This design comes from an exercise in tuning for small area on the open sky130 flow, not from production work. Where RTL was checked, it was by simulation tests only, not by an equivalence proof against the original. Only the layout flow was run in runs 1 and 2; the RTL was not checked for function there. Power figures rest on the tool's default switching activity, not on a simulated workload.

==> flow/cts_args.txt <==
-sink_clustering_enable -repair_clock_nets -dont_use_dummy_load -root_buf sky130_fd_sc_hd__clkbuf_16 -buf_list {sky130_fd_sc_hd__clkbuf_8}
==> flow/area.abc <==
strash
ifraig
scorr
dc2
&get -n
&deepsyn -T 120
&put
dc2
strash
&get -n
&dch -f
&nf -R 1000
&put
==> standard.sh <==
#!/bin/bash
# synth_recipe.tcl (not shown) runs the flow's synth.tcl, then flattens the netlist and writes it again
# the make line also repeats each setting of config.mk as NAME=value (left out here)
make -C /OpenROAD-flow-scripts/flow DESIGN_CONFIG=/design/flow/config.mk WORK_HOME=/design/flow/orfs CLKGATE_MAP_FILE= SYNTH_SCRIPT=/design/flow/synth_recipe.tcl "${@:-finish}"
==> design.v <==
`timescale 1ns / 1ns
module breakout_debounce #(
    parameter DEBOUNCE_TIME = 200
)(
    input  wire clk,
    input  wire reset,
    input  wire in,
    output reg  out
);
    localparam [7:0] CNT_END = 8'd11;
    reg [7:0] cnt;
    reg prev;
    always @(posedge clk or negedge reset) begin
        if (!reset) begin
            out <= 1'b0;
            prev <= 1'b0;
            cnt <= 8'd0;
        end else begin
            prev <= in;
            if (in != prev)
                cnt <= 8'd0;
            else if (cnt != CNT_END)
                cnt <= {cnt[6:0], ~(cnt[7] ^ cnt[5] ^ cnt[4] ^ cnt[3])};
            else
                out <= in;
        end
    end
endmodule
`timescale 1ns/1ps
module breakout_fsm(
    input  wire       sys_clk,
    input  wire       sys_rst_n,
    input  wire       start_key,
    input  wire       lose_sig,
    input  wire       win_sig,
    output reg  [1:0] game_state,
    output reg        game_reset
);
    localparam S_IDLE = 2'b00;
    localparam S_PLAY = 2'b01;
    localparam S_WIN  = 2'b10;
    localparam S_END  = 2'b11;
    reg [12:0] idle_cnt;
    wire idle_done = (idle_cnt == 13'd3458);
    reg [1:0] next_state;
    always @(posedge sys_clk or negedge sys_rst_n) begin
        if (!sys_rst_n)
            idle_cnt <= 13'd0;
        else if (game_state != S_IDLE)
            idle_cnt <= 13'd0;
        else if (!idle_done)
            idle_cnt <= {idle_cnt[11:0], ~(idle_cnt[12] ^ idle_cnt[3] ^ idle_cnt[2] ^ idle_cnt[0])};
    end
    always @(posedge sys_clk or negedge sys_rst_n) begin
        if (!sys_rst_n)
            game_state <= S_IDLE;
        else
            game_state <= next_state;
    end
    always @(*) begin
        next_state = game_state;
        game_reset = 1'b0;
        case (game_state)
            S_IDLE: if (idle_done && start_key) begin next_state = S_PLAY; game_reset = 1'b1; end
            S_PLAY: if (lose_sig) begin next_state = S_END; game_reset = 1'b1; end
                    else if (win_sig) begin next_state = S_WIN; game_reset = 1'b1; end
            default: if (start_key) begin next_state = S_IDLE; game_reset = 1'b1; end
        endcase
    end
endmodule
`timescale 1ns/1ps
module MoveBall_logic (
    input  wire       vga_clk,
    input  wire       sys_rst_n,
    input  wire [9:0] hx,
    input  wire [9:0] vy,
    input  wire       last_col,
    input  wire       left,
    input  wire       right,
    input  wire       any_hit,
    input  wire [1:0] game_state,
    input  wire       game_reset,
    output reg  [9:0] ball_x,       
    output reg  [9:0] ball_y,       
    output wire       is_ball,
    output wire       is_racket,
    output reg        lose_sig
);
    wire play = (game_state == 2'b01);
    wire run  = play & ~game_reset;
    reg left_pressed, right_pressed;
    always @(posedge vga_clk) begin
        left_pressed  <= ~left;
        right_pressed <= ~right;
    end
    reg [6:0]  racket_cnt;
    reg [10:0] Kr;
    wire racket_step = (racket_cnt == 7'd85);
    always @(posedge vga_clk or negedge sys_rst_n) begin
        if (!sys_rst_n)
            racket_cnt <= 7'd0;
        else if (run)
            racket_cnt <= racket_step ? 7'd0 : {racket_cnt[5:0], ~(racket_cnt[6] ^ racket_cnt[5])};
    end
    always @(posedge vga_clk) begin
        if (game_reset)
            Kr <= 11'd480;
        else if (run && racket_step) begin
            if (left_pressed) begin
                if (Kr != 11'd0) Kr <= Kr - 11'd1;
            end else if (right_pressed) begin
                if (Kr == 11'd1121) Kr <= 11'd1120;
                else Kr <= Kr + 11'd1;
            end
        end
    end
    wire [9:0] R = Kr[10:1];
    reg [8:0] ball_cnt;
    reg [1:0] qx, qy;
    reg px, py;
    reg dx, dy;                          
    reg hit_occurred;
    wire ball_step = (ball_cnt == 9'd33);
    always @(posedge vga_clk or negedge sys_rst_n) begin
        if (!sys_rst_n)
            ball_cnt <= 9'd0;
        else if (run)
            ball_cnt <= ball_step ? 9'd0 : {ball_cnt[7:0], ~(ball_cnt[8] ^ ball_cnt[4])};
    end
    always @(posedge vga_clk) begin
        if (any_hit) hit_occurred <= 1'b1;
        else if (ball_cnt == 9'd0) hit_occurred <= 1'b0;
    end
    wire cross_x = dx ? (qx == 2'd0) : (qx == 2'd3);
    wire cross_y = dy ? (qy == 2'd0) : (qy == 2'd3);
    wire copy_x = run & px & ((qx == 2'd0) ? (ball_cnt == 9'd447) : (ball_cnt == 9'd7));
    wire copy_y = run & py & ((qy == 2'd0) ? (ball_cnt == 9'd447) : (ball_cnt == 9'd7));
    wire stx = ball_step ? cross_x : 1'b1;
    wire sty = ball_step ? cross_y : 1'b1;
    wire decx = ball_step ? dx : (qx == 2'd3);
    wire decy = ball_step ? dy : (qy == 2'd3);
    wire [9:0] nxi = ball_x + {{9{stx & decx}}, stx};
    wire [9:0] nyi = ball_y + {{9{sty & decy}}, sty};
    wire [9:0] rdx = nxi - R;
    wire on_racket = (nyi >= 10'd430) && (nyi <= 10'd445) && ((rdx <= 10'd75) || (rdx >= 10'd1019));
    reg ndx, ndy;
    always @(*) begin
        ndx = dx;
        if (nxi == 10'd0) ndx = 1'b0;
        else if (nxi >= 10'd630) ndx = 1'b1;
        ndy = dy;
        if (nyi == 10'd0) ndy = 1'b0;
        if (on_racket) ndy = 1'b1;
        if (hit_occurred) ndy = ~dy;
    end
    always @(posedge vga_clk) begin
        if (game_reset) begin
            ball_x <= 10'd315;
            ball_y <= 10'd235;
            qx <= 2'd0; qy <= 2'd0;
            px <= 1'b0; py <= 1'b0;
            dx <= 1'b0; dy <= 1'b0;
            lose_sig <= 1'b0;
        end else begin
            if (copy_x) begin ball_x <= nxi; px <= 1'b0; end
            if (copy_y) begin ball_y <= nyi; py <= 1'b0; end
            if (run && ball_step) begin
                if (nyi >= 10'd470)
                    lose_sig <= 1'b1;
                else begin
                    qx <= dx ? qx - 2'd1 : qx + 2'd1;
                    qy <= dy ? qy - 2'd1 : qy + 2'd1;
                    px <= cross_x; py <= cross_y;
                    dx <= ndx; dy <= ndy;
                end
            end
        end
    end
    wire [9:0] cx = hx - ball_x;         
    wire [9:0] cy = vy - ball_y;
    reg circ;
    always @(*) begin
        case (cx[3:0])
            4'd5:        circ = 1'b1;
            4'd0, 4'd10: circ = (cy[3:0] == 4'd5);
            4'd1, 4'd9:  circ = (cy[3:0] >= 4'd2) && (cy[3:0] <= 4'd8);
            default:     circ = (cy[3:0] >= 4'd1) && (cy[3:0] <= 4'd9);
        endcase
        circ = circ & (cx <= 10'd10) & (cy <= 10'd10);
    end
    reg wrap_ball;
    always @(*) begin
        case ({ball_x, ball_y})
            {10'd162, 10'd456}, {10'd170, 10'd444}, {10'd197, 10'd406},
            {10'd200, 10'd402}, {10'd283, 10'd305}, {10'd305, 10'd283},
            {10'd402, 10'd200}, {10'd406, 10'd197}, {10'd444, 10'd170},
            {10'd456, 10'd162}, {10'd537, 10'd114}, {10'd626, 10'd72}:
                wrap_ball = 1'b1;
            default: wrap_ball = 1'b0;
        endcase
    end
    wire [9:0] rx = hx - R;
    assign is_ball   = play & (last_col ? wrap_ball : circ);
    assign is_racket = play & ~last_col & (rx <= 10'd80) & (vy >= 10'd440) & (vy <= 10'd450);
endmodule
`timescale 1ns/1ps
module VGA_Pic(
    input  wire       vga_clk,
    input  wire [9:0] hx,
    input  wire [9:0] vy,
    input  wire [9:0] ball_x,
    input  wire [9:0] ball_y,
    input  wire [1:0] game_state,
    input  wire       game_reset,
    input  wire       clear_key,
    output reg  [3:0] col,
    output wire       any_hit,
    output reg        win_sig
);
    wire play = (game_state == 2'b01);
    reg [49:0] brick_status;
    wire [9:0] bcol;
    wire [4:0] hrow;
    genvar g;
    generate
        for (g = 0; g < 10; g = g + 1) begin : gc
            localparam integer LO = (62*g - 3 < 3) ? 3 : 62*g - 3;
            assign bcol[g] = (ball_x >= LO) && (ball_x <= 62*g + 72);
        end
        for (g = 0; g < 5; g = g + 1) begin : gr
            assign hrow[g] = (ball_y >= 22*g + 17) && (ball_y <= 22*g + 52);
        end
    endgenerate
    wire [4:0] krow = hrow & {5{play}};
    wire kill_all = play & clear_key;
    wire [49:0] hit_mask;        
    generate
        for (g = 0; g < 50; g = g + 1) begin : gb
            assign hit_mask[g] = krow[g / 10] & bcol[g % 10];
        end
    endgenerate
    assign any_hit = |(brick_status & hit_mask);
    always @(posedge vga_clk) begin
        if (game_reset) begin
            brick_status <= {50{1'b1}};
            win_sig <= 1'b0;
        end else begin
            brick_status <= brick_status & ~hit_mask & {50{~kill_all}};
            win_sig <= (brick_status == 50'd0);
        end
    end
    wire [9:0] xf;
    wire [4:0] yf;
    generate
        for (g = 0; g < 10; g = g + 1) begin : gx
            assign xf[g] = (hx >= 62*g + 10) && (hx < 62*g + 70);
        end
        for (g = 0; g < 5; g = g + 1) begin : gy
            assign yf[g] = (vy >= 22*g + 30) && (vy < 22*g + 50);
        end
    endgenerate
    wire [4:0] row_on;
    generate
        for (g = 0; g < 5; g = g + 1) begin : gro
            assign row_on[g] = yf[g] & |(xf & brick_status[10*g+9:10*g]);
        end
    endgenerate
    wire is_text_pixel;
    text_fn text_inst(.tx(hx), .ty(vy), .st(game_state), .is_text(is_text_pixel));
    always @(posedge vga_clk) begin
        case (game_state)
            2'b01: col <= {row_on[0] | row_on[1] | row_on[2],
                           row_on[1] | row_on[2] | row_on[3],
                           row_on[2] | row_on[3],
                           row_on[4]};
            2'b00: col <= is_text_pixel ? 4'b0110 : 4'b0000;
            2'b10: col <= is_text_pixel ? 4'b0001 : 4'b0000;
            default: col <= is_text_pixel ? 4'b1000 : 4'b0000;
        endcase
    end
endmodule
module text_fn(
    input  wire [9:0] tx,
    input  wire [9:0] ty,
    input  wire [1:0] st,
    output wire       is_text
);
wire t_start_r = ((tx >= 10'd180 && tx < 10'd190) && ((ty >= 10'd210 && ty < 10'd225))) ||
   ((tx >= 10'd180 && tx < 10'd217) && ((ty >= 10'd207 && ty < 10'd210) || (ty >= 10'd225 && ty < 10'd228))) ||
   ((tx >= 10'd180 && tx < 10'd220) && ((ty >= 10'd203 && ty < 10'd207) || (ty >= 10'd228 && ty < 10'd232) || (ty >= 10'd253 && ty < 10'd257))) ||
   ((tx >= 10'd183 && tx < 10'd217) && ((ty >= 10'd200 && ty < 10'd203) || (ty >= 10'd257 && ty < 10'd260))) ||
   ((tx >= 10'd183 && tx < 10'd220) && ((ty >= 10'd232 && ty < 10'd235) || (ty >= 10'd250 && ty < 10'd253))) ||
   ((tx >= 10'd210 && tx < 10'd220) && ((ty >= 10'd235 && ty < 10'd250))) ||
   ((tx >= 10'd230 && tx < 10'd270) && ((ty >= 10'd203 && ty < 10'd207))) ||
   ((tx >= 10'd233 && tx < 10'd267) && ((ty >= 10'd200 && ty < 10'd203) || (ty >= 10'd207 && ty < 10'd210))) ||
   ((tx >= 10'd245 && tx < 10'd255) && ((ty >= 10'd210 && ty < 10'd257))) ||
   ((tx >= 10'd248 && tx < 10'd252) && ((ty >= 10'd257 && ty < 10'd260))) ||
   ((tx >= 10'd280 && tx < 10'd290) && ((ty >= 10'd210 && ty < 10'd225) || (ty >= 10'd235 && ty < 10'd257))) ||
   ((tx >= 10'd280 && tx < 10'd320) && ((ty >= 10'd203 && ty < 10'd210) || (ty >= 10'd225 && ty < 10'd235))) ||
   ((tx >= 10'd283 && tx < 10'd287) && ((ty >= 10'd257 && ty < 10'd260))) ||
   ((tx >= 10'd283 && tx < 10'd317) && ((ty >= 10'd200 && ty < 10'd203))) ||
   ((tx >= 10'd310 && tx < 10'd320) && ((ty >= 10'd210 && ty < 10'd225) || (ty >= 10'd235 && ty < 10'd257))) ||
   ((tx >= 10'd313 && tx < 10'd317) && ((ty >= 10'd257 && ty < 10'd260))) ||
   ((tx >= 10'd330 && tx < 10'd340) && ((ty >= 10'd207 && ty < 10'd228) || (ty >= 10'd232 && ty < 10'd257))) ||
   ((tx >= 10'd330 && tx < 10'd370) && ((ty >= 10'd203 && ty < 10'd207) || (ty >= 10'd228 && ty < 10'd232))) ||
   ((tx >= 10'd333 && tx < 10'd337) && ((ty >= 10'd200 && ty < 10'd203) || (ty >= 10'd257 && ty < 10'd260))) ||
   ((tx >= 10'd343 && tx < 10'd367) && ((ty >= 10'd200 && ty < 10'd203) || (ty >= 10'd232 && ty < 10'd235))) ||
   ((tx >= 10'd343 && tx < 10'd370) && ((ty >= 10'd207 && ty < 10'd210) || (ty >= 10'd225 && ty < 10'd228))) ||
   ((tx >= 10'd360 && tx < 10'd370) && ((ty >= 10'd210 && ty < 10'd225))) ||
   ((tx >= 10'd380 && tx < 10'd420) && ((ty >= 10'd203 && ty < 10'd207))) ||
   ((tx >= 10'd383 && tx < 10'd417) && ((ty >= 10'd200 && ty < 10'd203) || (ty >= 10'd207 && ty < 10'd210))) ||
   ((tx >= 10'd395 && tx < 10'd405) && ((ty >= 10'd210 && ty < 10'd257))) ||
   ((tx >= 10'd398 && tx < 10'd402) && ((ty >= 10'd257 && ty < 10'd260)));
wire t_win_r = ((tx >= 10'd240 && tx < 10'd250) && ((ty >= 10'd203 && ty < 10'd253))) ||
   ((tx >= 10'd240 && tx < 10'd280) && ((ty >= 10'd253 && ty < 10'd257))) ||
   ((tx >= 10'd243 && tx < 10'd247) && ((ty >= 10'd200 && ty < 10'd203) || (ty >= 10'd257 && ty < 10'd260))) ||
   ((tx >= 10'd253 && tx < 10'd267) && ((ty >= 10'd250 && ty < 10'd253) || (ty >= 10'd257 && ty < 10'd260))) ||
   ((tx >= 10'd255 && tx < 10'd265) && ((ty >= 10'd233 && ty < 10'd247))) ||
   ((tx >= 10'd258 && tx < 10'd262) && ((ty >= 10'd230 && ty < 10'd233) || (ty >= 10'd247 && ty < 10'd250))) ||
   ((tx >= 10'd270 && tx < 10'd280) && ((ty >= 10'd203 && ty < 10'd253))) ||
   ((tx >= 10'd273 && tx < 10'd277) && ((ty >= 10'd200 && ty < 10'd203) || (ty >= 10'd257 && ty < 10'd260))) ||
   ((tx >= 10'd295 && tx < 10'd305) && ((ty >= 10'd203 && ty < 10'd257))) ||
   ((tx >= 10'd298 && tx < 10'd302) && ((ty >= 10'd200 && ty < 10'd203) || (ty >= 10'd257 && ty < 10'd260))) ||
   ((tx >= 10'd320 && tx < 10'd330) && ((ty >= 10'd203 && ty < 10'd257))) ||
   ((tx >= 10'd323 && tx < 10'd327) && ((ty >= 10'd200 && ty < 10'd203) || (ty >= 10'd257 && ty < 10'd260))) ||
   ((tx >= 10'd350 && tx < 10'd360) && ((ty >= 10'd203 && ty < 10'd257))) ||
   ((tx >= 10'd353 && tx < 10'd357) && ((ty >= 10'd200 && ty < 10'd203) || (ty >= 10'd257 && ty < 10'd260)));
wire t_end_r = ((tx >= 10'd240 && tx < 10'd250) && ((ty >= 10'd210 && ty < 10'd225) || (ty >= 10'd235 && ty < 10'd250))) ||
   ((tx >= 10'd240 && tx < 10'd267) && ((ty >= 10'd225 && ty < 10'd228) || (ty >= 10'd232 && ty < 10'd235))) ||
   ((tx >= 10'd240 && tx < 10'd270) && ((ty >= 10'd228 && ty < 10'd232))) ||
   ((tx >= 10'd240 && tx < 10'd277) && ((ty >= 10'd207 && ty < 10'd210) || (ty >= 10'd250 && ty < 10'd253))) ||
   ((tx >= 10'd240 && tx < 10'd280) && ((ty >= 10'd203 && ty < 10'd207) || (ty >= 10'd253 && ty < 10'd257))) ||
   ((tx >= 10'd243 && tx < 10'd277) && ((ty >= 10'd200 && ty < 10'd203) || (ty >= 10'd257 && ty < 10'd260))) ||
   ((tx >= 10'd290 && tx < 10'd300) && ((ty >= 10'd203 && ty < 10'd257))) ||
   ((tx >= 10'd293 && tx < 10'd297) && ((ty >= 10'd200 && ty < 10'd203) || (ty >= 10'd257 && ty < 10'd260))) ||
   ((tx >= 10'd320 && tx < 10'd330) && ((ty >= 10'd203 && ty < 10'd257))) ||
   ((tx >= 10'd323 && tx < 10'd327) && ((ty >= 10'd200 && ty < 10'd203) || (ty >= 10'd257 && ty < 10'd260))) ||
   ((tx >= 10'd340 && tx < 10'd350) && ((ty >= 10'd210 && ty < 10'd250))) ||
   ((tx >= 10'd340 && tx < 10'd373) && ((ty >= 10'd203 && ty < 10'd207) || (ty >= 10'd253 && ty < 10'd257))) ||
   ((tx >= 10'd340 && tx < 10'd380) && ((ty >= 10'd207 && ty < 10'd210) || (ty >= 10'd250 && ty < 10'd253))) ||
   ((tx >= 10'd343 && tx < 10'd373) && ((ty >= 10'd200 && ty < 10'd203) || (ty >= 10'd257 && ty < 10'd260))) ||
   ((tx >= 10'd370 && tx < 10'd380) && ((ty >= 10'd210 && ty < 10'd250)));
wire [8:0] t3 = {tx[7:0],1'b0} + tx[8:0];
wire [6:0] ze = t3[6:0] - ty[6:0];
wire [7:0] zw = t3[7:0] - {ty[6:0],1'b0};
wire [8:0] q  = tx[8:0] - {ty[7:0],1'b0};
wire [8:0] zs = {zw[7:0]} + {q[7:0],1'b0};
wire d_end = (tx >= 300 && tx < 320 && ty >= 203 && ty < 260) && (ze >= 7'd57) && (ze <= 7'd63);
wire d_win = (tx >= 330 && tx < 350 && ty >= 203 && ty < 260) && (zw >= 8'd43) && (zw <= 8'd53);
wire d_start = (tx >= 346 && tx < 370 && ty >= 235 && ty < 260) && (zs >= 9'd260) && (zs <= 9'd320);
assign is_text = (st==2'b00) ? (t_start_r | d_start) : (st==2'b10) ? (t_win_r | d_win) : (st==2'b11) ? (t_end_r | d_end) : 1'b0;
endmodule
`timescale 1ns/1ps
module VGA_Ctrl(
    input  wire       vga_clk,
    input  wire       sys_rst_n,
    output reg  [9:0] hx,
    output reg  [9:0] vy,
    output wire       hsync,
    output wire       vsync,
    output wire       active,
    output wire       last_col
);
    always @(posedge vga_clk or negedge sys_rst_n) begin
        if (!sys_rst_n) begin
            hx <= 10'd657;
            vy <= 10'd490;
        end else begin
            hx <= (hx == 10'd799) ? 10'd0 : hx + 10'd1;
            if (hx == 10'd656)
                vy <= (vy == 10'd524) ? 10'd0 : vy + 10'd1;
        end
    end
    assign hsync    = (hx >= 10'd657) && (hx < 10'd753);
    assign vsync    = (vy == 10'd490) || (vy == 10'd491);
    assign active   = (hx != 10'd0) && (hx <= 10'd640) && (vy < 10'd480);
    assign last_col = (hx == 10'd640);
endmodule
`timescale 1ns/1ps
module breakout_top(
    input  wire sys_clk,
    input  wire sys_rst_n,
    input  wire left,
    input  wire right,
    input  wire up,
    input  wire clear_key,
    output wire hsync,
    output wire vsync,
    output wire [15:0] rgb
);
    wire [9:0] hx, vy;
    wire active, last_col;
    wire left_db, right_db, up_db;
    wire [1:0] game_state;
    wire game_reset, win_sig, lose_sig, any_hit;
    wire [9:0] ball_x, ball_y;
    wire is_ball, is_racket;
    wire [3:0] col;
    VGA_Ctrl vga_ctrl_inst(
        .vga_clk(sys_clk), .sys_rst_n(sys_rst_n), .hx(hx), .vy(vy),
        .hsync(hsync), .vsync(vsync), .active(active), .last_col(last_col)
    );
    breakout_debounce #(.DEBOUNCE_TIME(200)) db_left (
        .clk(sys_clk), .reset(sys_rst_n), .in(left), .out(left_db));
    breakout_debounce #(.DEBOUNCE_TIME(200)) db_right (
        .clk(sys_clk), .reset(sys_rst_n), .in(right), .out(right_db));
    breakout_debounce #(.DEBOUNCE_TIME(200)) db_up (
        .clk(sys_clk), .reset(sys_rst_n), .in(up), .out(up_db));
    breakout_fsm Game_Ctrl_inst(
        .sys_clk(sys_clk), .sys_rst_n(sys_rst_n), .start_key(~up_db),
        .win_sig(win_sig), .lose_sig(lose_sig),
        .game_state(game_state), .game_reset(game_reset)
    );
    MoveBall_logic MoveBall_inst(
        .vga_clk(sys_clk), .sys_rst_n(sys_rst_n), .hx(hx), .vy(vy),
        .last_col(last_col), .left(left_db), .right(right_db), .any_hit(any_hit),
        .game_state(game_state), .game_reset(game_reset),
        .ball_x(ball_x), .ball_y(ball_y), .is_ball(is_ball), .is_racket(is_racket),
        .lose_sig(lose_sig)
    );
    VGA_Pic vga_pic_inst(
        .vga_clk(sys_clk), .hx(hx), .vy(vy), .ball_x(ball_x), .ball_y(ball_y),
        .game_state(game_state), .game_reset(game_reset), .clear_key(clear_key),
        .col(col), .any_hit(any_hit), .win_sig(win_sig)
    );
    wire brick = |col;
    wire g_r  = col[3];
    wire g_ga = col[2] | (~brick & ~is_ball & is_racket);
    wire g_gb = col[1] | (~brick & ~is_ball & is_racket);
    wire g_b  = col[0] | (~brick & is_ball);
    wire [3:0] grp = active ? {g_r, g_ga, g_gb, g_b} : 4'b0000;
    assign rgb = {{5{grp[3]}}, grp[2], grp[1], grp[2], grp[1], grp[1], grp[2], {5{grp[0]}}};
endmodule
==> config.mk <==
export PLATFORM = sky130hd
export DESIGN_NAME = breakout_top
export DESIGN_NICKNAME = breakout_top
export VERILOG_FILES = /design/flow/design.v
export SDC_FILE = /design/flow/constraint.sdc
export NUM_CORES = 4
export LEC_CHECK = 0
export CAP_MARGIN = 5
export CORE_MARGIN = 2
export CORE_UTILIZATION = 60
export SLEW_MARGIN = 5
==> flow/run.sh <==
#!/bin/bash
# Standard synthesis, then an area-oriented re-mapping of its combinational
# logic (flip-flops untouched), then the standard layout from floorplan on,
# with clock tree synthesis told not to add dummy loads and the ports
# buffered with the smallest buffer.
set -euo pipefail
W=$(pwd)
F=$W/flow
R=$W/orfs/results/$FLOW_PLATFORM/breakout_top/base
YOSYS=$(command -v yosys || echo "$FLOW_HOME/../tools/install/yosys/bin/yosys")

bash standard.sh synth > $W/log_synth.txt 2>&1

cp $R/1_2_yosys.v $W/std_1_2_yosys.v
RS_LIB=$FLOW_HOME/platforms/$FLOW_PLATFORM/lib/sky130_fd_sc_hd__tt_025C_1v80.lib \
RS_DONTUSE=$F/dont_use.txt RS_SCRIPT=$F/area.abc RS_TOP=$FLOW_TOP \
RS_IN=$W/std_1_2_yosys.v RS_OUT=$W/resynth.v \
  "$YOSYS" -c $F/resynth.tcl > $W/log_resynth.txt 2>&1

# hand the re-mapped netlist to the rest of the standard flow
cp $W/resynth.v $R/1_2_yosys.v
rm -f $R/1_synth.odb $R/1_synth.sdc
bash standard.sh "CTS_ARGS=$(cat $F/cts_args.txt)" "BUFFER_PORTS_ARGS=-buffer_cell sky130_fd_sc_hd__buf_1" finish > $W/log_layout.txt 2>&1
==> flow/dont_use.txt <==
sky130_fd_sc_hd__probe_p_8 sky130_fd_sc_hd__probec_p_8 sky130_fd_sc_hd__lpflow_bleeder_1 sky130_fd_sc_hd__lpflow_clkbufkapwr_1 sky130_fd_sc_hd__lpflow_clkbufkapwr_16 sky130_fd_sc_hd__lpflow_clkbufkapwr_2 sky130_fd_sc_hd__lpflow_clkbufkapwr_4 sky130_fd_sc_hd__lpflow_clkbufkapwr_8 sky130_fd_sc_hd__lpflow_clkinvkapwr_1 sky130_fd_sc_hd__lpflow_clkinvkapwr_16 sky130_fd_sc_hd__lpflow_clkinvkapwr_2 sky130_fd_sc_hd__lpflow_clkinvkapwr_4 sky130_fd_sc_hd__lpflow_clkinvkapwr_8 sky130_fd_sc_hd__lpflow_decapkapwr_12 sky130_fd_sc_hd__lpflow_decapkapwr_3 sky130_fd_sc_hd__lpflow_decapkapwr_4 sky130_fd_sc_hd__lpflow_decapkapwr_6 sky130_fd_sc_hd__lpflow_decapkapwr_8 sky130_fd_sc_hd__lpflow_inputiso0n_1 sky130_fd_sc_hd__lpflow_inputiso0p_1 sky130_fd_sc_hd__lpflow_inputiso1n_1 sky130_fd_sc_hd__lpflow_inputiso1p_1 sky130_fd_sc_hd__lpflow_inputisolatch_1 sky130_fd_sc_hd__lpflow_isobufsrc_1 sky130_fd_sc_hd__lpflow_isobufsrc_16 sky130_fd_sc_hd__lpflow_isobufsrc_2 sky130_fd_sc_hd__lpflow_isobufsrc_4 sky130_fd_sc_hd__lpflow_isobufsrc_8 sky130_fd_sc_hd__lpflow_isobufsrckapwr_16 sky130_fd_sc_hd__lpflow_lsbuf_lh_hl_isowell_tap_1 sky130_fd_sc_hd__lpflow_lsbuf_lh_hl_isowell_tap_2 sky130_fd_sc_hd__lpflow_lsbuf_lh_hl_isowell_tap_4 sky130_fd_sc_hd__lpflow_lsbuf_lh_isowell_4 sky130_fd_sc_hd__lpflow_lsbuf_lh_isowell_tap_1 sky130_fd_sc_hd__lpflow_lsbuf_lh_isowell_tap_2 sky130_fd_sc_hd__lpflow_lsbuf_lh_isowell_tap_4
==> constraint.sdc <==
create_clock -name core_clock -period 25.0 [get_ports {sys_clk}]
set_input_delay 5.0000 -clock core_clock [delete_from_list [all_inputs] [get_ports {sys_clk}]]
set_output_delay 5.0000 -clock core_clock [all_outputs]
set_load 0.01 [all_outputs]
==> flow/resynth.tcl <==
# Re-map the combinational logic of the standard synthesis netlist for area.
# The flip-flops are kept as they are (same instances, names and cell types).
yosys -import
set lib $::env(RS_LIB)
set du {}
foreach c [split [string trim [read [open $::env(RS_DONTUSE)]]]] {
  if {$c ne ""} { lappend du -dont_use $c }
}
read_liberty -ignore_miss_func -ignore_miss_dir -ignore_miss_data_latch $lib
foreach m {dfrtp dfxtp dfstp dfrbp dfsbp dfbbp dfbbn dfrtn dfxbp edfxtp edfxbp sdfxtp dlxtp dlrtp} {
  catch { blackbox sky130_fd_sc_hd__${m}_* }
}
read_verilog $::env(RS_IN)
hierarchy -top $::env(RS_TOP)
flatten
opt_clean -purge
opt -fast
abc -liberty $lib {*}$du -script $::env(RS_SCRIPT)
opt_clean -purge
hilomap -singleton -hicell sky130_fd_sc_hd__conb_1 HI -locell sky130_fd_sc_hd__conb_1 LO
insbuf -buf sky130_fd_sc_hd__buf_1 A X
splitnets
opt_clean -purge
tee -o $::env(RS_OUT).stat stat -liberty $lib
write_verilog -noattr -nohex -nodec $::env(RS_OUT)
==> run_results.csv, run 1 <==
group,metric,value,unit
global_route,antenna_found_initial,0,
yosys,syn-instance-count,1472,
route,postRouteAntennaNets,0,
placed_design,gp_congestion,1.060,
clock_tree,cts_resized,0,
sta,whs,0.4673,ns
placed_design,hpwl,28.10,mm
pwr,ir_drop,0.03626,mV
yosys,syn_area,11460,µm²
worst_setup_path,critical_path.top_delay_family,"simple AND/OR/NAND/NOR gates",
worst_setup_path,path_common_cell,"nor4_1",
pwr,power.density,38.16,nW/µm²
global_route,grt_max_degree,68,
placed_design,port_buffers,23,
worst_setup_path,worstSetupEndpointType,"primary output",
floorplan,initial_core_util,61.26,%
clock_tree,cts_hold_buf,0,
finish,synthToLayoutAreaGrowth,6.126,%
worst_setup_path,slowest_delay,0.87,ns
floorplan,die_h,142.2,µm
placed_design,dp_cells,1732,
sta,drv_slew,0,
finish,fin_nets,1523,
sta,worstMarginPinSlew,1.288,ns
pwr,power,464.0,µW
route,dr_wl_met2,17.21,mm
route,drt_pass1_iterations,8,
route,highest_layer,"met4",
finish,layout-drive-gt1-share,2.970,%
route,drc,0,
placed_design,place_ws,16.64,ns
global_route,gr-total-overflow,0,
global_route,grt_pass1_vias,11296,
sta,slew_headroom,13.85,%
route,wl_met3,4.196,mm
yosys,syn_area_per_cell,7.784,µm²
clock_tree,post_cts_buffers,0,
sta,tns,0,ns
worst_setup_path,worstSetupStartpointType,"flip-flop",
floorplan,die-area,20220,µm²
route,drt-met1-wl,15.42,mm
yosys,synth_nets,1478,
route,first_iter_violations,2087,
route,via_per_inst,7.082,
finish,fin_util,65.01,%
clock_tree,clock_latency,0.42,ns
worst_setup_path,path_max_fanout,26,
worst_setup_path,worst-setup-path-type,"flip-flop to primary output",
placed_design,placed_cell_area,11920,µm²
global_route,grt_pass1_wl,61.10,mm
finish,finalInstanceArea,12160,µm²
yosys,yosysWarnings,5,
global_route,track_usage,38.21,%
worst_setup_path,path_cells,"clkinv_1, nand2_1, nor3b_1, a221oi_1, o22ai_1, nand4_1, nor4_1, and3_1, nor4_1, o21a_1, buf_1",
hold_path,hold_path.class,"flip-flop to flip-flop",
route,vias,12387,
worst_setup_path,worst-path-buf-inv,2,
sta,skew,0.05177,ns
floorplan,num_rows,50,
clock_tree,cts_buffers,17,
sta,worst_slack,16.07,ns
finish,n_antenna_cell,0,
route,routed_wirelength,38.66,mm
worst_setup_path,worstPathRequired,20.00,ns
clock_tree,htreeDepth,4,
outcome,status,"no timing/DRC/antenna violations",
route,avgRoutedWirePerCell,22.10,µm
floorplan,core_area,18710,µm²
floorplan,ios,24,
sta,fmax,112.0,MHz
pwr,cellLeakagePower,4.487,nW
sta,hold_viol_final,0,
sta,rsz0062_at_grt,"no",
clock_tree,clockRootBuffer,"clkbuf_16",
worst_setup_path,crit_slowest_cell,"dfstp_2",
clock_tree,cts_tree,"built",
worst_setup_path,arrival,3.93,ns
sta,period_share,35.72,%
finish,instances_no_fill,1749,
floorplan,fp.dieW,142.2,µm
clock_tree,clock_sinks,179,
sta,setup_viol,0,
sta,period_minus_slack,8.931,ns
job,drv_cap,0,
clock_tree,clkSlewWorstSetupHoldPaths,0.10,ns
clock_tree,clockBufferDepth,2,
## cell usage in the layout (no fill, tap or decap), types with 20 or more instances in the layout
master      n
dfrtp_1    71
nor4_1     28
nand3_1    52
nor3_1     54
xnor2_1    59
buf_1      22
and3_1     25
and2_0     35
clkinv_1   43
xor2_1     25
o22ai_1    20
o21ai_0   103
o22a_1     39
nand4_1    23
a21oi_1   111
a222oi_1   25
nor2_1    171
nand2_1   194
dfxtp_1    98
## state kept, by name (all words and copies together), names as in the netlist, 2 cells and up
signal                     cells
MoveBall_inst.Kr              11
vga_ctrl_inst.vy              10
vga_pic_inst.col               4
Game_Ctrl_inst.idle_cnt       13
db_right.cnt                   8
MoveBall_inst.racket_cnt       7
Game_Ctrl_inst.game_state      2
MoveBall_inst.ball_y          10
MoveBall_inst.ball_x          10
MoveBall_inst.ball_cnt         9
MoveBall_inst.qy               2
vga_pic_inst.brick_status     50
vga_ctrl_inst.hx              10
MoveBall_inst.qx               2
db_up.cnt                      8
db_left.cnt                    8
## layer usage
| metal | GRT usage [%] | up-vias |
|---|---|---|
| met3 | 6.965 | 167 |
| met1 | 51.85 | 5769 |
| met4 | 17.11 | 0 |
| li1 | - | 5611 |
| met2 | 59.73 | 840 |
| met5 | 0 | - |
## report_power, final
part / leakage, nW / switching (mW) / internal [mW]
logic: 2.54 / 0.00737 / 0.00353
clock network: 0.127 / 0.0957 / 0.0645
registers: 1.82 / 0.00214 / 0.291
## worst paths after layout
| check | start | end | depth (start not counted) | slack, ns |
|---|---|---|---|---|
| max | vga_ctrl_inst.hx[4] | rgb[9] | 11 | 16.07 |
| max reg2reg | vga_ctrl_inst.hx[1] | vga_pic_inst.col[2] | 20 | 19.97 |
| min | db_left.cnt[6] | db_left.cnt[7] | 1 | 0.47 |
| max in group asynchronous | sys_rst_n | db_left.cnt[6] | 2 | 19.36 |
| min reg2reg | db_left.cnt[6] | db_left.cnt[7] | 1 | 0.47 |
| min in group asynchronous | sys_rst_n | vga_ctrl_inst.hx[8] | 1 | 4.50 |
## layout make-up
type | count | area, µm²
Multi-Input combinational cell | 1238 | 7257
Fill cell | 1644 | 6545
Sequential cell | 179 | 4001
Tap cell | 234 | 292.8
Clock buffer | 17 | 245.2
Timing Repair Buffer | 38 | 202.7
Inverter | 43 | 161.4
==> inputs of run 2 (changes only) <==
==> flow/cts_args.txt (replaced) <==
-sink_clustering_enable -repair_clock_nets -dont_use_dummy_load -root_buf sky130_fd_sc_hd__clkbuf_16 -buf_list {sky130_fd_sc_hd__clkbuf_4 sky130_fd_sc_hd__clkbuf_8}
==> run 2 against run 1 <==
Net effect: register-to-register slack got worse by 0.73 ns; sequential power barely moved; clock power barely moved; sequential cell count did not move; hold slack got worse by 0.0063 ns; die area fell by 1.1%; final area fell by 1.3%; total power barely moved; via count rose by 0.33%; non-clock buffer count fell by 4; sequential share of layout area rose by 0.42 points.
==> run_results.csv, run 2 <==
group,metric,value,unit
clock_tree,cts_buffers,17,
global_route,gr-total-overflow,0,
clock_tree,clock_latency,0.41,ns
floorplan,num_rows,50,
worst_setup_path,path_cells,"and2_0, and3_1, nand4_1, a2111oi_0, nand2_1, o21ai_0, nand3_1, a21oi_1, o31ai_1, a21oi_1, o21a_1, buf_1",
yosys,synth_nets,1482,
worst_setup_path,arrival,3.54,ns
pwr,power_frac_clock,34.5,%
finish,final_common_cell,"nand2_1",
clock_tree,clockRootBuffer,"clkbuf_16",
finish,fin_nets,1523,
route,routed_wirelength,38.52,mm
clock_tree,clkSlewWorstSetupHoldPaths,0.10,ns
sta,slew_headroom,29.73,%
hold_path,hold_start,"db_right.out",
route,first_iter_violations,2209,
placed_design,hpwl,27.99,mm
route,vias,12428,
placed_design,place_ws,16.98,ns
yosys,yosysWarnings,5,
worst_setup_path,worstPathRequired,20.00,ns
yosys,syn_area_per_cell,7.679,µm²
worst_setup_path,path_max_fanout,19,
placed_design,port_buffers,23,
sta,worst_slack,16.46,ns
worst_setup_path,worst-setup-path-type,"flip-flop to primary output",
sta,drv_slew,0,
finish,largest_reg_flops,50,
pwr,ir_drop,0.04981,mV
floorplan,ios,24,
sta,whs,0.4610,ns
sta,hold_viol_final,0,
floorplan,initial_core_util,60.80,%
floorplan,die_h,141.4,µm
hold_path,hold_path.class,"flip-flop to flip-flop",
outcome,status,"no timing/DRC/antenna violations",
pwr,seqPwrFrac,63.1,%
sta,setup_viol,0,
route,postRouteAntennaNets,0,
clock_tree,clockBufferDepth,2,
finish,top_regs,"vga_pic_inst.brick_status: 50 flops, Game_Ctrl_inst.idle_cnt: 13 flops, MoveBall_inst.Kr: 11 flops",
clock_tree,clock_sinks,179,
sta,tns,0,ns
finish,largest_register,"vga_pic_inst.brick_status",
pwr,combPwrFrac,2.4,%
route,via_per_inst,7.106,
route,drt_pass1_iterations,11,
route,drc,0,
pwr,power.density,38.62,nW/µm²
clock_tree,cts_resized,0,
floorplan,core_area,18640,µm²
global_route,grt_pass1_vias,11426,
global_route,antenna_found_initial,0,
worst_setup_path,worstSetupStartpointType,"flip-flop",
finish,layout-drive-gt1-share,2.706,%
finish,synthToLayoutAreaGrowth,5.928,%
global_route,grt_max_degree,68,
pwr,cellLeakagePower,4.491,nW
floorplan,die-area,20010,µm²
clock_tree,post_cts_buffers,0,
worst_setup_path,worst-path-buf-inv,1,
clock_tree,cts_tree,"built",
yosys,syn-instance-count,1476,
worst_setup_path,worstSetupEndpointType,"primary output",
clock_tree,cts_hold_buf,0,
worst_setup_path,critical_path.top_delay_family,"compound AO/OA/AOI/OAI gates",
job,drv_cap,0,
worst_setup_path,path_common_cell,"a21oi_1",
sta,skew,0.05458,ns
yosys,syn_area,11330,µm²
sta,period_share,34.17,%
global_route,grt_pass1_wl,61.64,mm
sta,fmax,117.0,MHz
clock_tree,htreeDepth,4,
finish,n_antenna_cell,0,
sta,period_minus_slack,8.544,ns
route,avgRoutedWirePerCell,22.02,µm
sta,rsz0062_at_grt,"no",
pwr,switchingPower,104.9,µW
floorplan,fp.dieW,141.4,µm
pwr,p_int,358.8,µW
worst_setup_path,timing.rr.start,"vga_ctrl_inst.hx[1]",
worst_setup_path,crit_slowest_cell,"dfxtp_1",
finish,mostFrequentLayoutCells,"nand2_1 (220), nor2_1 (174), a21oi_1 (128)",
pwr,swShare,22.62,%
worst_setup_path,slowest_delay,0.71,ns
sta,worstMarginPinSlew,1.054,ns
finish,nFillCells,1619,
placed_design,gp_congestion,1.032,
worst_setup_path,cp-startpoint,"MoveBall_inst.ball_y[5]",
global_route,track_usage,38.56,%
==> run 2: final cells by class <==
type	instances	area (µm²)	area share (%)
Clock buffer	17	245.2	2.043
Inverter	33	123.9	1.032
Multi-Input combinational cell	1252	7171	59.72
Sequential cell	179	4001	33.33
Tap cell	234	292.8	2.439
Timing Repair Buffer	34	172.7	1.438
==> run 2: worst paths after layout <==
check / end / slack, ns / cells after the start
setup / recovery: rgb[0] / 16.46 / 12
min in group asynchronous: MoveBall_inst.ball_cnt[7] / 4.46 / 1
max in group asynchronous: vga_ctrl_inst.vy[0] / 19.33 / 2
setup reg to reg: vga_pic_inst.col[2] / 19.24 / 20
hold / removal: MoveBall_inst.right_pressed / 0.46 / 1
hold reg to reg: MoveBall_inst.right_pressed / 0.46 / 1
==> run 2: metrics by stage <==
step	cells	instance area (µm²)	power, mW	util [%]
after floorplan	1476	11330	0.3040	-
after global placement	1732	11760	0.3094	63.09
after detailed placement	1732	11760	0.3099	63.09
after CTS	1749	12010	0.4649	64.40
after global routing	1749	12010	0.4762	64.40
final	1749	12010	0.4637	64.40
==> run 2: power by group through the flow <==
stage	clock network, mW	registers, mW	logic, mW
global placement	0	0.299	0.0107
global route	0.171	0.293	0.0126
detailed placement	0	0.299	0.0111
floorplan	0	0.298	0.00585
CTS	0.161	0.293	0.0112
finish	0.160	0.293	0.0110
==> run 2: layer usage <==
layer / global-route usage [%] / up-vias / wire (µm)
met5: 0 / - / 0
met4: 18.05 / 0 / 2063
met3: 6.885 / 201 / 4090
met2: 62.08 / 911 / 17400
met1: 50.66 / 5699 / 14970
li1: - / 5617 / -
==> inputs of run 3 (changes only) <==
--- a/design.v
+++ b/design.v
@@ -74,6 +74,7 @@
     input  wire       sys_rst_n,
     input  wire [9:0] hx,
     input  wire [9:0] vy,
+    input  wire       first_col,
     input  wire       last_col,
     input  wire       left,
     input  wire       right,
@@ -200,12 +201,13 @@
         endcase
     end
     wire [9:0] rx = hx - R;
-    assign is_ball   = play & (last_col ? wrap_ball : circ);
-    assign is_racket = play & ~last_col & (rx <= 10'd80) & (vy >= 10'd440) & (vy <= 10'd450);
+    assign is_ball   = play & ~first_col & (last_col ? wrap_ball : circ);
+    assign is_racket = play & ~first_col & ~last_col & (rx <= 10'd80) & (vy >= 10'd440) & (vy <= 10'd450);
 endmodule
 `timescale 1ns/1ps
 module VGA_Pic(
     input  wire       vga_clk,
+    input  wire       sys_rst_n,
     input  wire [9:0] hx,
     input  wire [9:0] vy,
     input  wire [9:0] ball_x,
@@ -267,8 +269,10 @@
     endgenerate
     wire is_text_pixel;
     text_fn text_inst(.tx(hx), .ty(vy), .st(game_state), .is_text(is_text_pixel));
-    always @(posedge vga_clk) begin
-        case (game_state)
+    always @(posedge vga_clk or negedge sys_rst_n) begin
+        if (!sys_rst_n)
+            col <= 4'b0000;
+        else case (game_state)
             2'b01: col <= {row_on[0] | row_on[1] | row_on[2],
                            row_on[1] | row_on[2] | row_on[3],
                            row_on[2] | row_on[3],
@@ -358,7 +362,7 @@
     output reg  [9:0] vy,
     output wire       hsync,
     output wire       vsync,
-    output wire       active,
+    output wire       first_col,
     output wire       last_col
 );
     always @(posedge vga_clk or negedge sys_rst_n) begin
@@ -373,7 +377,7 @@
     end
     assign hsync    = (hx >= 10'd657) && (hx < 10'd753);
     assign vsync    = (vy == 10'd490) || (vy == 10'd491);
-    assign active   = (hx != 10'd0) && (hx <= 10'd640) && (vy < 10'd480);
+    assign first_col = (hx == 10'd0);       
     assign last_col = (hx == 10'd640);
 endmodule
 `timescale 1ns/1ps
@@ -389,7 +393,7 @@
     output wire [15:0] rgb
 );
     wire [9:0] hx, vy;
-    wire active, last_col;
+    wire first_col, last_col;
     wire left_db, right_db, up_db;
     wire [1:0] game_state;
     wire game_reset, win_sig, lose_sig, any_hit;
@@ -398,7 +402,7 @@
     wire [3:0] col;
     VGA_Ctrl vga_ctrl_inst(
         .vga_clk(sys_clk), .sys_rst_n(sys_rst_n), .hx(hx), .vy(vy),
-        .hsync(hsync), .vsync(vsync), .active(active), .last_col(last_col)
+        .hsync(hsync), .vsync(vsync), .first_col(first_col), .last_col(last_col)
     );
     breakout_debounce #(.DEBOUNCE_TIME(200)) db_left (
         .clk(sys_clk), .reset(sys_rst_n), .in(left), .out(left_db));
@@ -413,13 +417,13 @@
     );
     MoveBall_logic MoveBall_inst(
         .vga_clk(sys_clk), .sys_rst_n(sys_rst_n), .hx(hx), .vy(vy),
-        .last_col(last_col), .left(left_db), .right(right_db), .any_hit(any_hit),
+        .first_col(first_col), .last_col(last_col), .left(left_db), .right(right_db), .any_hit(any_hit),
         .game_state(game_state), .game_reset(game_reset),
         .ball_x(ball_x), .ball_y(ball_y), .is_ball(is_ball), .is_racket(is_racket),
         .lose_sig(lose_sig)
     );
     VGA_Pic vga_pic_inst(
-        .vga_clk(sys_clk), .hx(hx), .vy(vy), .ball_x(ball_x), .ball_y(ball_y),
+        .vga_clk(sys_clk), .sys_rst_n(sys_rst_n), .hx(hx), .vy(vy), .ball_x(ball_x), .ball_y(ball_y),
         .game_state(game_state), .game_reset(game_reset), .clear_key(clear_key),
         .col(col), .any_hit(any_hit), .win_sig(win_sig)
     );
@@ -428,6 +432,6 @@
     wire g_ga = col[2] | (~brick & ~is_ball & is_racket);
     wire g_gb = col[1] | (~brick & ~is_ball & is_racket);
     wire g_b  = col[0] | (~brick & is_ball);
-    wire [3:0] grp = active ? {g_r, g_ga, g_gb, g_b} : 4'b0000;
+    wire [3:0] grp = {g_r, g_ga, g_gb, g_b};
     assign rgb = {{5{grp[3]}}, grp[2], grp[1], grp[2], grp[1], grp[1], grp[2], {5{grp[0]}}};
 endmodule
==> flow/area.abc (replaced) <==
strash
ifraig
scorr
dc2
&get -n
&deepsyn -T 300
&put
dc2
strash
&get -n
&dch -f
&nf -R 1000
&put
==> flow/cts_args.txt (replaced) <==
-sink_clustering_enable -repair_clock_nets -dont_use_dummy_load -root_buf sky130_fd_sc_hd__clkbuf_16 -buf_list {sky130_fd_sc_hd__clkbuf_8} -sink_clustering_size 12
==> run 3 against run 2 <==
Net effect: die area grew 1.5%; setup slack better by 0.20 ns; synthesized cell count rose by 0.47%; first-iteration DRC count down 9.8%; wire length increased by 8.9%; sequential power about the same; clock power about the same; combinational power grew about 10%.
==> run_results.csv, run 3 <==
group,metric,value,unit
route,routed_wirelength,41.96,mm
floorplan,initial_core_util,61.31,%
worst_setup_path,path_max_fanout,24,
placed_design,hpwl,30.89,mm
floorplan,num_rows,50,
sta,period_share,33.36,%
sta,whs,0.4697,ns
worst_setup_path,critical_path.endpoint,"rgb[3]",
sta,worstMarginPinSlew,1.216,ns
floorplan,ios,24,
floorplan,core_area,18770,µm²
finish,layout.area.seq,4021,µm²
route,drc,0,
pwr,power_frac_clock,34.9,%
pwr,power,467.8,µW
worst_setup_path,worstSetupStartpointType,"flip-flop",
clock_tree,clockRootBuffer,"clkbuf_16",
outcome,status,"no timing/DRC/antenna violations",
pwr,power.density,38.32,nW/µm²
pwr,p_int,358.6,µW
floorplan,fp.dieW,142.5,µm
clock_tree,cts_tree,"built",
global_route,gr-usage-met2,66.37,%
sta,skew,0.04528,ns
route,avgRoutedWirePerCell,23.88,µm
finish,final_common_cell,"nand2_1",
pwr,seqPwrFrac,62.5,%
clock_tree,cts_hold_buf,0,
global_route,gr-max-usage-layer,"met2",
sta,setup_viol,0,
global_route,grt_max_degree,53,
global_route,use_met3,8.614,%
worst_setup_path,path_cells,"clkinv_1, nand2_1, o21ai_0, o21ai_0, mux2i_1, nor4_1, nand4_1, o21ai_0, a21o_1, buf_1",
global_route,track_usage,41.24,%
worst_setup_path,slowest_delay,0.92,ns
global_route,met1_usage,53.54,%
global_route,grt_pass1_vias,11853,
route,first_iter_violations,1992,
clock_tree,clock_latency,0.41,ns
finish,mostFrequentLayoutCells,"nand2_1 (195), nor2_1 (179), a21oi_1 (104)",
worst_setup_path,worstPathRequired,20.00,ns
worst_setup_path,reg2reg_depth,22,
worst_setup_path,worst-path-buf-inv,2,
placed_design,port_buffers,23,
global_route,antenna_found_initial,0,
clock_tree,cts_resized,0,
finish,n_antenna_cell,0,
sta,tns,0,ns
finish,layout-drive-gt1-share,2.955,%
floorplan,die-area,20300,µm²
worst_setup_path,timing.rr.start,"MoveBall_inst.ball_cnt[4]",
pwr,cellLeakagePower,4.612,nW
clock_tree,cts_buffers,17,
worst_setup_path,critical_path.top_delay_family,"flip-flops",
global_route,gr-total-overflow,0,
sta,rsz0062_at_grt,"no",
finish,fin_nets,1531,
hold_path,hold_path.class,"flip-flop to flip-flop",
worst_setup_path,r2r-end,"MoveBall_inst.dy",
worst_setup_path,cp.depth,10,
worst_setup_path,worst-setup-path-type,"flip-flop to primary output",
clock_tree,post_cts_buffers,0,
finish,largest_reg_flops,50,
yosys,syn_area_per_cell,7.759,µm²
clock_tree,clkSlewWorstSetupHoldPaths,0.12,ns
pwr,switchingPower,109.2,µW
route,vias,12810,
route,postRouteAntennaNets,0,
job,drv_cap,0,
worst_setup_path,worstSetupEndpointType,"primary output",
yosys,syn-instance-count,1483,
finish,largest_register,"vga_pic_inst.brick_status",
pwr,swShare,23.35,%
pwr,ir_drop,0.04483,mV
clock_tree,clock_sinks,179,
finish,multi_input_area,7316,µm²
sta,drv_slew,0,
yosys,synth_nets,1489,
sta,hold_viol_final,0,
worst_setup_path,arrival,3.34,ns
finish,top_regs,"vga_pic_inst.brick_status: 50 flops, Game_Ctrl_inst.idle_cnt: 13 flops, MoveBall_inst.Kr: 11 flops",
finish,nFillCells,1612,
sta,period_minus_slack,8.341,ns
placed_design,gp_congestion,1.058,
worst_setup_path,ff2ff_setup_slack,19.25,ns
finish,synthToLayoutAreaGrowth,6.100,%
sta,slew_headroom,18.29,%
pwr,combPwrFrac,2.6,%
clock_tree,htreeDepth,4,
sta,fmax,119.9,MHz
route,drt_pass1_iterations,14,
worst_setup_path,path_common_cell,"o21ai_0",
worst_setup_path,crit_slowest_cell,"dfrtp_1",
worst_setup_path,cp-startpoint,"vga_ctrl_inst.vy[2]",
route,via_per_inst,7.291,
yosys,syn_area,11510,µm²
clock_tree,clockBufferDepth,2,
floorplan,die_h,142.5,µm
global_route,grt_pass1_wl,65.47,mm
yosys,yosysWarnings,5,
## run 3: per-stage QoR
stage | cells | util (%) | cell area [µm²] | worst slack [ns]
global placement | 1740 | 63.75 | 11960 | 17.33
global route | 1757 | 65.05 | 12210 | 16.45
CTS | 1757 | 65.05 | 12210 | 16.77
floorplan | 1483 | - | 11510 | 17.72
finish | 1757 | 65.05 | 12210 | 16.66
detailed placement | 1740 | 63.75 | 11960 | 17.20
## run 3: power by group through the flow
stage                     Combinational [mW]  Sequential, mW  Clock (mW)
after floorplan                      0.00578           0.298           0
after global placement                0.0113           0.298           0
after detailed placement              0.0121           0.298           0
after CTS                             0.0121           0.292       0.162
after global routing                  0.0135           0.293       0.170
final                                 0.0121           0.292       0.163
## run 3: worst min path at each step
stage                                     from                            to  slack [ns]  cells after the start
after floorplan                    db_left.out    MoveBall_inst.left_pressed        0.42                      1
after global placement    vga_pic_inst.win_sig  Game_Ctrl_inst.game_state[0]        0.45                      1
after detailed placement          db_up.cnt[5]                  db_up.cnt[0]        0.46                      1
after CTS                         db_up.cnt[5]                  db_up.cnt[0]        0.47                      1
after global routing              db_up.cnt[5]                  db_up.cnt[0]        0.49                      1
final                             db_up.cnt[5]                  db_up.cnt[0]        0.47                      1
## run 3: layout make-up
| cell class | instances | area share (%) |
|---|---|---|
| Multi-Input combinational cell | 1252 | 59.92 |
| Timing Repair Buffer | 36 | 1.537 |
| Inverter | 39 | 1.199 |
| Sequential cell | 179 | 32.94 |
| Clock buffer | 17 | 2.009 |
| Tap cell | 234 | 2.398 |
## run 3: worst reg2reg max path, stage by stage (launching register included)
cell	delay (ns)
dfrtp_1	0.45
or4_1	0.56
or4_1	0.43
nor2_1	0.51
nand3_1	0.13
o21ai_0	0.25
a21boi_0	0.51
nand3_1	0.21
a32oi_1	0.37
xnor2_1	0.21
nand2_1	0.07
o21ai_0	0.12
or2_0	0.19
o21ai_0	0.24
nand2_1	0.16
o22ai_1	0.10
o21ai_0	0.27
nand2b_1	0.14
o21ai_0	0.10
xnor2_1	0.17
nand2_1	0.13
nand4_1	0.12
o31ai_1	0.22
## run 3: metal layers
metal  up-vias  wire (µm)
met4         0       2392
met3       249       4910
met5         -          0
met1      5919      15840
met2       997      18820
li1       5645          -
==> inputs of run 4 (changes only) <==
--- a/design.v
+++ b/design.v
@@ -33,6 +33,7 @@
     input  wire       start_key,
     input  wire       lose_sig,
     input  wire       win_sig,
+    input  wire       idle_done,      
     output reg  [1:0] game_state,
     output reg        game_reset
 );
@@ -40,19 +41,9 @@
     localparam S_PLAY = 2'b01;
     localparam S_WIN  = 2'b10;
     localparam S_END  = 2'b11;
-    reg [12:0] idle_cnt;
-    wire idle_done = (idle_cnt == 13'd3458);
     reg [1:0] next_state;
     always @(posedge sys_clk or negedge sys_rst_n) begin
         if (!sys_rst_n)
-            idle_cnt <= 13'd0;
-        else if (game_state != S_IDLE)
-            idle_cnt <= 13'd0;
-        else if (!idle_done)
-            idle_cnt <= {idle_cnt[11:0], ~(idle_cnt[12] ^ idle_cnt[3] ^ idle_cnt[2] ^ idle_cnt[0])};
-    end
-    always @(posedge sys_clk or negedge sys_rst_n) begin
-        if (!sys_rst_n)
             game_state <= S_IDLE;
         else
             game_state <= next_state;
@@ -216,11 +207,16 @@
     input  wire       game_reset,
     input  wire       clear_key,
     output reg  [3:0] col,
+    output wire       idle_done,
     output wire       any_hit,
     output reg        win_sig
 );
     wire play = (game_state == 2'b01);
-    reg [49:0] brick_status;
+    reg [12:0] gone_lo;
+    reg [49:13] gone_hi;
+    wire [49:0] gone = {gone_hi, gone_lo};
+    wire idle = (game_state == 2'b00);
+    assign idle_done = (gone_lo == 13'd3458);
     wire [9:0] bcol;
     wire [4:0] hrow;
     genvar g;
@@ -241,14 +237,25 @@
             assign hit_mask[g] = krow[g / 10] & bcol[g % 10];
         end
     endgenerate
-    assign any_hit = |(brick_status & hit_mask);
+    assign any_hit = |(~gone & hit_mask);
+    always @(posedge vga_clk or negedge sys_rst_n) begin
+        if (!sys_rst_n)
+            gone_lo <= 13'd0;
+        else if (game_reset)
+            gone_lo <= 13'd0;
+        else if (idle) begin
+            if (!idle_done)
+                gone_lo <= {gone_lo[11:0], ~(gone_lo[12] ^ gone_lo[3] ^ gone_lo[2] ^ gone_lo[0])};
+        end else
+            gone_lo <= gone_lo | hit_mask[12:0] | {13{kill_all}};
+    end
     always @(posedge vga_clk) begin
         if (game_reset) begin
-            brick_status <= {50{1'b1}};
+            gone_hi <= 37'd0;
             win_sig <= 1'b0;
         end else begin
-            brick_status <= brick_status & ~hit_mask & {50{~kill_all}};
-            win_sig <= (brick_status == 50'd0);
+            gone_hi <= gone_hi | hit_mask[49:13] | {37{kill_all}};
+            win_sig <= &gone;
         end
     end
     wire [9:0] xf;
@@ -264,7 +271,7 @@
     wire [4:0] row_on;
     generate
         for (g = 0; g < 5; g = g + 1) begin : gro
-            assign row_on[g] = yf[g] & |(xf & brick_status[10*g+9:10*g]);
+            assign row_on[g] = yf[g] & |(xf & ~gone[10*g+9:10*g]);
         end
     endgenerate
     wire is_text_pixel;
@@ -396,7 +403,7 @@
     wire first_col, last_col;
     wire left_db, right_db, up_db;
     wire [1:0] game_state;
-    wire game_reset, win_sig, lose_sig, any_hit;
+    wire game_reset, win_sig, lose_sig, any_hit, idle_done;
     wire [9:0] ball_x, ball_y;
     wire is_ball, is_racket;
     wire [3:0] col;
@@ -412,7 +419,7 @@
         .clk(sys_clk), .reset(sys_rst_n), .in(up), .out(up_db));
     breakout_fsm Game_Ctrl_inst(
         .sys_clk(sys_clk), .sys_rst_n(sys_rst_n), .start_key(~up_db),
-        .win_sig(win_sig), .lose_sig(lose_sig),
+        .win_sig(win_sig), .lose_sig(lose_sig), .idle_done(idle_done),
         .game_state(game_state), .game_reset(game_reset)
     );
     MoveBall_logic MoveBall_inst(
@@ -425,7 +432,7 @@
     VGA_Pic vga_pic_inst(
         .vga_clk(sys_clk), .sys_rst_n(sys_rst_n), .hx(hx), .vy(vy), .ball_x(ball_x), .ball_y(ball_y),
         .game_state(game_state), .game_reset(game_reset), .clear_key(clear_key),
-        .col(col), .any_hit(any_hit), .win_sig(win_sig)
+        .col(col), .idle_done(idle_done), .any_hit(any_hit), .win_sig(win_sig)
     );
     wire brick = |col;
     wire g_r  = col[3];
==> flow/run.sh (replaced) <==
#!/bin/bash
# Standard synthesis, then an area-oriented re-mapping of its combinational
# logic (flip-flops untouched; four random seeds of ABC's &deepsyn, the
# smallest result kept), then the standard layout from floorplan on, with
# clock tree synthesis told not to add dummy loads and the ports buffered
# with the smallest buffer.
set -euo pipefail
W=$(pwd)
F=$W/flow
R=$W/orfs/results/$FLOW_PLATFORM/breakout_top/base
YOSYS=$(command -v yosys || echo "$FLOW_HOME/../tools/install/yosys/bin/yosys")
LIB=$FLOW_HOME/platforms/$FLOW_PLATFORM/lib/sky130_fd_sc_hd__tt_025C_1v80.lib

bash standard.sh synth > $W/log_synth.txt 2>&1

cp $R/1_2_yosys.v $W/std_1_2_yosys.v
for s in 1 2 3 4; do
  sed "s/@SEED@/$s/" $F/area.abc > $W/area_$s.abc
  RS_LIB=$LIB RS_DONTUSE=$F/dont_use.txt RS_SCRIPT=$W/area_$s.abc RS_TOP=$FLOW_TOP \
  RS_IN=$W/std_1_2_yosys.v RS_OUT=$W/resynth_$s.v \
    "$YOSYS" -c $F/resynth.tcl > $W/log_resynth_$s.txt 2>&1 &
done
wait || true

best=""
best_area=""
for s in 1 2 3 4; do
  [[ -s $W/resynth_$s.v && -s $W/resynth_$s.v.stat ]] || continue
  a=$(grep "Chip area" $W/resynth_$s.v.stat | awk '{print $NF}')
  [[ -n "$a" ]] || continue
  if [[ -z "$best" ]] || awk -v a="$a" -v b="$best_area" 'BEGIN{exit !(a < b)}'; then
    best=$s; best_area=$a
  fi
done
echo "resynth seeds: best $best area $best_area" > $W/log_pick.txt

# hand the re-mapped netlist to the rest of the standard flow
if [[ -n "$best" ]]; then
  cp $W/resynth_$best.v $R/1_2_yosys.v
  rm -f $R/1_synth.odb $R/1_synth.sdc
fi
bash standard.sh "CTS_ARGS=$(cat $F/cts_args.txt)" "BUFFER_PORTS_ARGS=-buffer_cell sky130_fd_sc_hd__buf_1" finish > $W/log_layout.txt 2>&1
==> flow/area.abc (replaced) <==
strash
ifraig
scorr
dc2
&get -n
&deepsyn -T 120 -S @SEED@
&put
strash
&get -n
&st
&dch -f
&nf -R 2000 -E 1000
&put
mfs3 -ae
mfs3 -ae
topo
--- a/config.mk
+++ b/config.mk
@@ -7,5 +7,5 @@
 export LEC_CHECK = 0
 export CAP_MARGIN = 5
 export CORE_MARGIN = 2
-export CORE_UTILIZATION = 60
+export CORE_UTILIZATION = 70
 export SLEW_MARGIN = 5
==> run 4 against run 3 <==
Net effect: still clean; global-route usage up 5.9 points; final area down 5.3%; clock skew fell by 0.011 ns; synthesized area decreased by 5.0%; die area is 18% lower; sequential cell count decreased by 13; final cell count decreased by 3.5%; count of clock-buffer cells in the layout is the same; total power down 3.0%; setup slack lost 0.17 ns; non-clock buffer count is 4 lower; clock power shrank 2%; critical path type unchanged; critical endpoint is now rgb[8].
==> run_results.csv, run 4 <==
group,metric,value,unit
finish,fin_nets,1492,
job,drv_cap,0,
floorplan,core_area,15260,µm²
finish,top_regs,"vga_pic_inst.gone_hi: 37 flops, vga_pic_inst.gone_lo: 13 flops, MoveBall_inst.Kr: 11 flops",
sta,drv_slew,0,
clock_tree,clock_latency,0.41,ns
global_route,track_usage,47.15,%
finish,largest_reg_flops,37,
sta,setup_viol,0,
clock_tree,cts_hold_buf,0,
finish,largest_register,"vga_pic_inst.gone_hi",
floorplan,die-area,16630,µm²
finish,layout-drive-gt1-share,2.695,%
route,postRouteAntennaNets,0,
yosys,syn_area_per_cell,7.550,µm²
sta,rsz0062_at_grt,"no",
finish,synthToLayoutAreaGrowth,5.768,%
clock_tree,clkSlewWorstSetupHoldPaths,0.10,ns
route,first_iter_violations,2426,
placed_design,port_buffers,23,
clock_tree,clockRootBuffer,"clkbuf_16",
hold_path,min_path_cells,2,
route,drc,0,
worst_setup_path,worstSetupEndpointType,"primary output",
route,routed_wirelength,38.67,mm
route,drt_pass1_iterations,11,
sta,hold_viol_final,0,
clock_tree,cts_tree,"built",
clock_tree,post_cts_buffers,0,
sta,period_share,34.03,%
global_route,antenna_found_initial,1,
clock_tree,htreeDepth,4,
route,via_per_inst,7.457,
worst_setup_path,worstPathRequired,20.00,ns
route,highest_layer,"met5",
yosys,syn-instance-count,1448,
sta,whs,0.4494,ns
worst_setup_path,reg2reg_depth,16,
global_route,gr-total-overflow,0,
route,dr_wl_met2,16.39,mm
sta,skew,0.03442,ns
finish,n_antenna_cell,0,
pwr,ir_drop,0.04554,mV
worst_setup_path,worstSetupStartpointType,"flip-flop",
placed_design,hpwl,27.16,mm
hold_path,hold_start,"db_left.cnt[2]",
clock_tree,clockBufferDepth,2,
finish,nFillCells,1128,
global_route,grt_pass1_wl,60.84,mm
clock_tree,cts_buffers,17,
worst_setup_path,arrival,3.51,ns
route,vias,12639,
route,wl_met3,5.336,mm
placed_design,gp_congestion,1.123,
sta,slew_headroom,3.845,%
worst_setup_path,ff2ff_setup_slack,20.33,ns
floorplan,initial_core_util,71.65,%
clock_tree,cts_resized,0,
global_route,grt_pass1_vias,11448,
worst_setup_path,worst-setup-path-type,"flip-flop to primary output",
sta,tns,0,ns
worst_setup_path,path_max_fanout,18,
hold_path,hold_path.class,"flip-flop to flip-flop",
hold_path,min_to,"db_left.cnt[3]",
route,drt-met1-wl,13.91,mm
pwr,power.density,39.25,nW/µm²
route,avgRoutedWirePerCell,22.82,µm
finish,instances_no_fill,1695,
floorplan,ios,24,
finish,final_common_cell,"nor2_1",
clock_tree,clock_sinks,166,
sta,worstMarginPinSlew,1.427,ns
placed_design,dp_cells,1677,
pwr,cellLeakagePower,4.214,nW
sta,period_minus_slack,8.506,ns
yosys,synth_nets,1454,
floorplan,fp.dieW,129.0,µm
global_route,grt_max_degree,64,
yosys,syn_area,10930,µm²
outcome,status,"no timing/DRC/antenna violations",
pwr,power,453.9,µW
sta,fmax,117.6,MHz
worst_setup_path,timing.rr.start,"vga_ctrl_inst.hx[3]",
finish,mostFrequentLayoutCells,"nor2_1 (213), nand2_1 (158), a21oi_1 (107)",
floorplan,num_rows,45,
floorplan,die_h,129.0,µm
worst_setup_path,r2r-end,"vga_pic_inst.col[2]",
yosys,yosysWarnings,5,
[run 4: cell count changes in the layout (fill, tap and decap cells not counted), moves of 16 or more]
cell	change
a222oi_1	-24
a211oi_1	+52
nand3_1	-16
o22ai_1	+32
nand2_1	-37
nor2_1	+34
o22a_1	-37
[run 4: metal layers]
| metal | GRT usage [%] | up-vias |
|---|---|---|
| li1 | - | 5502 |
| met1 | 59.06 | 5676 |
| met2 | 71.49 | 1140 |
| met3 | 14.55 | 319 |
| met4 | 29.09 | 2 |
| met5 | 0 | - |
[run 4: report_power, final]
group	leakage (nW)	switching [mW]	total, mW	internal [mW]
sequential	1.72	0.00714	0.280	0.273
clock	0.127	0.0948	0.159	0.0645
combinational	2.37	0.00878	0.0142	0.00540
total	4.21	0.111	0.454	0.343
[run 4: per-stage QoR]
step	instance area [µm²]	util, %	setup slack [ns]
2_1_floorplan	10930	-	17.59
3_3_place_gp	11310	74.15	17.26
3_5_place_dp	11310	74.15	17.15
4_1_cts	11560	75.75	16.71
5_1_grt	11560	75.79	16.39
6_report	11560	75.79	16.49
[run 4: final cells by class]
class / instances / area [µm²] / share of cell area [%]
tap: 211 / 264.0 / 2.283
clock buffer: 17 / 245.2 / 2.121
sequential: 166 / 3761 / 32.53
timing repair buffer: 32 / 155.1 / 1.342
inverter: 50 / 187.7 / 1.623
multi-input combinational: 1219 / 6950 / 60.11
[run 4: worst max-delay path, cell delays in order (launching register included)]
cell and delay (ns):
dfrtp_1 0.86, clkinv_1 0.47, nand2_1 0.37, clkinv_1 0.24, nand3_1 0.29, nor4_1 0.11
a21oi_1 0.22, nand4b_1 0.19, nand2b_1 0.18, buf_1 0.17
[run 4: worst max-delay path by stage]
stage / from / to / slack, ns / depth (start not counted)
floorplan: vga_ctrl_inst.vy[2] / rgb[10] / 17.59 / 10
CTS: vga_ctrl_inst.hx[2] / rgb[8] / 16.71 / 9
detailed placement: vga_ctrl_inst.hx[2] / rgb[8] / 17.15 / 9
finish: vga_ctrl_inst.hx[2] / rgb[8] / 16.49 / 9
global route: vga_ctrl_inst.hx[2] / rgb[5] / 16.39 / 9
global placement: vga_ctrl_inst.vy[2] / rgb[0] / 17.26 / 10

what the ideal ports hide:
No port has a modelled driver above. Below, the same layouts with a new extraction and two added sets of constraints. Step 1: set_driving_cell puts a clkbuf_16 on sys_clk and a buf_2 on each other input, an assumption about the parent block. Step 2 times the ports against the registers' clock, not the clock port: input delays grow and output delays shrink by t, the midpoint of the rising clock arrivals with the driver on. a / b / c = no drivers / after step 1 / after step 2; a / b = the first two.
run	shift t [ns]	setup WS [ns]	worst setup path at the end
run 1	0.440	16.069 / 16.021 / 16.460	register to output
run 2	0.434	16.456 / 16.408 / 16.843	register to output
run 3	0.430	16.659 / 16.615 / 17.045	register to output
run 4	0.435	16.493 / 16.446 / 16.882	register to output
After both steps setup and hold are still met in every run listed.
